This design comes from an exercise in tuning for small area, a short achievable clock period and few clock cycles per item on the open sky130 flow, not from production work. Only simulation tests tie the RTL to the original design; equivalence was not proved. No activity file was given, so power comes from the tool's default toggle rates.

==> design/flow/design.v <==
module DIV (
  input clock, reset,
  input flush,
  output in_ready,
  input in_valid,
  input in_sign,
  input [31:0] in_a, in_b,
  input out_ready,
  output out_valid,
  output [31:0] out_quot,
  output [31:0] out_rem
);
  parameter ST_HOLD = 6'b111111;
  parameter ST_IDLE = 6'd32;
  reg [5:0] state, state_next;
  wire st_hold = state == ST_HOLD;
  wire st_idle = state == ST_IDLE;
  reg [63:0] a, a_next;
  reg [31:0] b, b_next;
  reg qs, qs_next;
  reg rs, rs_next;
  reg [31:0] q, q_next;
  wire [32:0] rem = a[63:31] - {1'b0, b};
  always @(posedge clock) begin
    if (reset) begin
      state <= ST_IDLE;
    end else begin
      state <= state_next;
      a <= a_next;
      b <= b_next;
      qs <= qs_next;
      rs <= rs_next;
      q <= q_next;
    end
  end
  wire in_as = in_a[31] & in_sign;
  wire in_bs = in_b[31] & in_sign;
  always_comb begin
    state_next = state;
    a_next = a;
    b_next = b;
    qs_next = qs;
    rs_next = rs;
    q_next = q;
    if (in_ready & in_valid) begin
      state_next = flush ? ST_IDLE : 6'd31;
      a_next = {32'b0, ({32{in_as}} ^ in_a) + {31'b0, in_as}};
      b_next = ({32{in_bs}} ^ in_b) + {31'b0, in_bs};
      qs_next = (in_a[31] ^ in_b[31]) & in_sign;
      rs_next = in_a[31] & in_sign;
    end
    if (st_idle) begin
      if (in_valid) ;
    end else if (st_hold) begin
      if (flush | out_ready) begin
        state_next = ST_IDLE;
      end
    end else begin
      if (flush) begin
        state_next = ST_IDLE;
      end else begin
        state_next = state - 1;
        a_next = rem[32] ? {a[62:0], 1'b0} : {rem[31:0], a[30:0], 1'b0};
        q_next = {q[30:0], ~rem[32]};
      end
    end
  end
  assign in_ready = st_idle;
  assign out_valid = st_hold;
  assign out_quot = ({32{qs}} ^ q) + {31'b0, qs};
  assign out_rem  = ({32{rs}} ^ a[63:32]) + {31'b0, rs};
endmodule
==> design/flow/run.sh <==
#!/bin/bash
# synth_recipe.tcl (not shown) runs the flow's synth.tcl, then flattens the netlist and writes it again
# the make line also repeats each setting of config.mk as NAME=value (left out here)
make -C /OpenROAD-flow-scripts/flow DESIGN_CONFIG=/design/flow/config.mk WORK_HOME=/design/flow/orfs CLKGATE_MAP_FILE= SYNTH_SCRIPT=/design/flow/synth_recipe.tcl finish
==> design/flow/config.mk <==
export PLATFORM = sky130hd
export DESIGN_NAME = DIV
export DESIGN_NICKNAME = DIV
export VERILOG_FILES = /design/flow/design.v
export SDC_FILE = /design/flow/constraint.sdc
export NUM_CORES = 4
export LEC_CHECK = 0
export CAP_MARGIN = 20
export CORE_MARGIN = 2
export CORE_UTILIZATION = 40
export SLEW_MARGIN = 20
==> design/flow/constraint.sdc <==
create_clock -name core_clock -period 8.0 [get_ports {clock}]
set_input_delay 1.6000 -clock core_clock [delete_from_list [all_inputs] [get_ports {clock}]]
set_output_delay 1.6000 -clock core_clock [all_outputs]
set_load 0.01 [all_outputs]
==> flow_summary.yaml <==
cts:
  cts.sinks: 136
  cts_hold_buf: 0
  h-tree-depth: 4
  cts_buffers: 17
  cts-root-buf: "clkbuf_16"
  cts_tree: "done"
  clock_latency_ps: 420
  clkTransAtPathRegs_ps: 60
  cts_resized: 0
  cts_buffer_depth: 2
  cts_setup_buffers: 0
logic_synthesis:
  ys_warn_count: 1
  synth_edf_count: 130
  ys_types: 93
  ys_async_sr_fraction_pct: 0
  syn-instance-count: 1438
  syn_area_per_cell_sq_um: 8.58
  synth_flop_cell: "edfxtp_1"
  syn_nets: 1551
  ys_seq_area_share_pct: 32.6
  netlist_area_sq_mm: 0.0123
  synth-seq-cells: 136
route:
  drt-pass1-iter-count: 5
  vias: 10900
  routed_via_density: 5.67
  drt_iter0_drc: 756
  drc: 0
  wl_per_cell_um: 16.4
  ant_nets: 0
  drt_wl_total_um: 31600
timing:
  finClkSkew_ps: 13.2
  slew_viol_final: 0
  setup-violations-final: 0
  max_clock_freq_mhz: 163
  rsz0062_at_grt: "false"
  worst_slew_pin_slew_ps: 1020
  fin_crit_sh_pct: 76.5
  slew_headroom_pct: 31.7
  post-route-min-period_ps: 6120
  finalSetupTns_ps: 0
  hold_violations: 0
  worst_slack_ps: 1880
final_layout:
  diodes: 0
  syn2layout_area_growth_pct: 17.8
  layout_commonest_cell: "clkdlybuf4s50_1"
  nNetsFinal: 1630
  fin_area_sq_mm: 0.0145
  final_cell_mix: "clkdlybuf4s50_1, xnor2_1, edfxtp_1"
  drive_gt1_share_pct: 5.69
setup_path:
  r2r.worst_path.cells: 11
  regToRegSetupSlack_ps: 3700
  crit_fanout: 46
  crit_chain: "buf_4, or4b_1, o22ai_2, nand4_1, nor2_2, o211ai_1, o31a_1, o22ai_1, xnor2_1, clkdlybuf4s50_1"
  cp.required_ps: 6400
  slowest_stage: "edfxtp_1"
  crit_path_end_kind: "output pin"
  reg2reg_from: "a[42]"
  cp-startpoint: "rs"
  critPathKind: "reg -> out"
  cp_top_family: "buffers and inverters"
  cpPeakStageDelay_ps: 780
  crit_arrival_ps: 4520
  cp-start-kind: "flip-flop"
  rr_endpoint: "a[55]"
  critPathBufInv: 2
global_routing:
  antenna_found_initial: 0
  grt_max_degree: 72
  grt_pass1_wl_um: 51800
  grt.total_usage_pct: 19.1
  gr-total-overflow: 0
  grt_pass1_vias: 10100
pwr:
  vdd_drop_max_v: 0.000174
  sequentialPowerShare_pct: 28.4
  p_int_mw: 2.93
  swShare_pct: 44.9
  power_density_mw_per_mm2: 366
  p_leak_nw: 5.29
  clkPwrFrac_pct: 14.3
  p_sw_mw: 2.39
  power_mw: 5.32
  combPwrFrac_pct: 57.4
hold_path:
  hp-start: "q[0]"
  hold_path_depth: 0
  holdPathEnd: "q[1]"
  min-delay-path-class: "reg -> reg"
placement:
  post-dp-hpwl_um: 23600
  gp_congestion: 0.920
  io_buffers: 135
  dp_slack_ps: 2350
  post_dp_cell_area_sq_mm: 0.0140
flow_run:
  drv_cap: 0
floorplanning:
  die_h_um: 180
  io_pins: 136
  start_util_pct: 40.4
  die-width_um: 180
  rows: 64
  fp.coreArea_sq_mm: 0.0305
  die_area_sq_mm: 0.0323
status:
  status: "timing/DRC/antenna clean"
==> cells by family (layout without fill, tap and decap cells) <==
logic type / Yosys count / in the layout / share of synthesized area (%)
AOI/OAI and AO/OA: 399 / 399 / 21.0
muxes: 28 / 28 / 2.59
and+or+nand+nor: 476 / 476 / 20.3
DFF: 136 / 136 / 32.6
adders and majority gates: 43 / 43 / 4.42
xor gates and xnor gates: 196 / 196 / 14.0
buffers and inverters: 160 / 252 / 5.03
==> worst max-delay path by stage <==
stage	endpoint	slack [ps]	cells after the start
floorplan	out_quot[26]	3400	11
global placement	out_rem[31]	2430	9
detailed placement	out_rem[30]	2350	10
CTS	out_rem[30]	1880	10
global route	out_rem[31]	1620	9
finish	out_rem[30]	1880	10
==> registers in the layout, indices dropped and copies added, names as in the netlist <==
name	count
qs	1
rs	1
state	6
b	32
a	64
q	32
==> cell usage after synthesis (26+ instances only) <==
cell type	count	share of area [%]
inv_1	69	2.1
nand2_1	96	2.9
ha_1	42	4.3
a21oi_1	125	5.1
a31oi_1	28	1.4
o22ai_1	30	1.5
clkbuf_1	60	1.8
nor2_1	108	3.3
xnor2_1	132	9.4
nor3_1	26	1.1
o21ai_0	62	2.5
xor2_1	63	4.5
nand3_1	83	3.4
edfxtp_1	130	32
==> stage by stage <==
stage                     cells  hold WS, ps  util, %
final                      1926          456     47.6
after detailed placement   1894          440     45.7
after global placement     1894          436     45.7
after global routing       1926          475     47.6
after floorplan            1438          424        -
after CTS                  1926          460     47.6
==> per-layer routing <==
metal	track usage, %	routed length, um	vias to the layer above
li1	-	-	5450
met1	27.9	15500	5162
met2	30.9	14400	296
met3	1.66	1390	21
met4	4.03	364	0
met5	0	0	-
==> power by group through the flow <==
| stage | logic, mW | registers [mW] | clock network (mW) |
|---|---|---|---|
| global placement | 3.00 | 1.51 | 0 |
| detailed placement | 3.04 | 1.52 | 0 |
| finish | 3.05 | 1.51 | 0.760 |
| global route | 3.37 | 1.56 | 0.803 |
| CTS | 3.05 | 1.50 | 0.775 |
| floorplan | 2.20 | 1.33 | 0 |
==> final cells by class <==
type,count,area [sq um]
clock buffers,17,425
clock inverters,15,145
repair buffers,149,1460
fillers,2968,16000
well taps,396,495
flip-flops and latches,136,4020
multi-input cells,1142,7710
inverters,71,267
Testbench counts, summed over its fixed seeds: cycles 13,056, items 384.

## port drivers added, routing unchanged
The results above use ideal ports. As a check the final layout listed here was re-extracted and re-timed, cells and wires unchanged. Step 1: set_driving_cell puts a clkbuf_16 on clock and a buf_2 on each other input, an assumption about the parent block. Step 2 moves the port delays by t, midway between the first and last clock arrival at a register: inputs arrive t later, outputs are due t later. That takes back most of the time a late clock gives input paths. Slacks: ideal / step 1 / step 2; pairs: ideal / step 1.
shift t [ns]: 0.463
slack for setup (ns): 1.879 / 1.830 / 2.293
worst setup path after step 2: register to output
clock arrival spread, ns: 0.015 / 0.015
worst data-port slew with drivers (ns): 0.05
After both steps setup and hold are still met in this run. For this run, drivers alone change the setup slack by -0.049 ns; drivers and shift together by +0.414 ns.
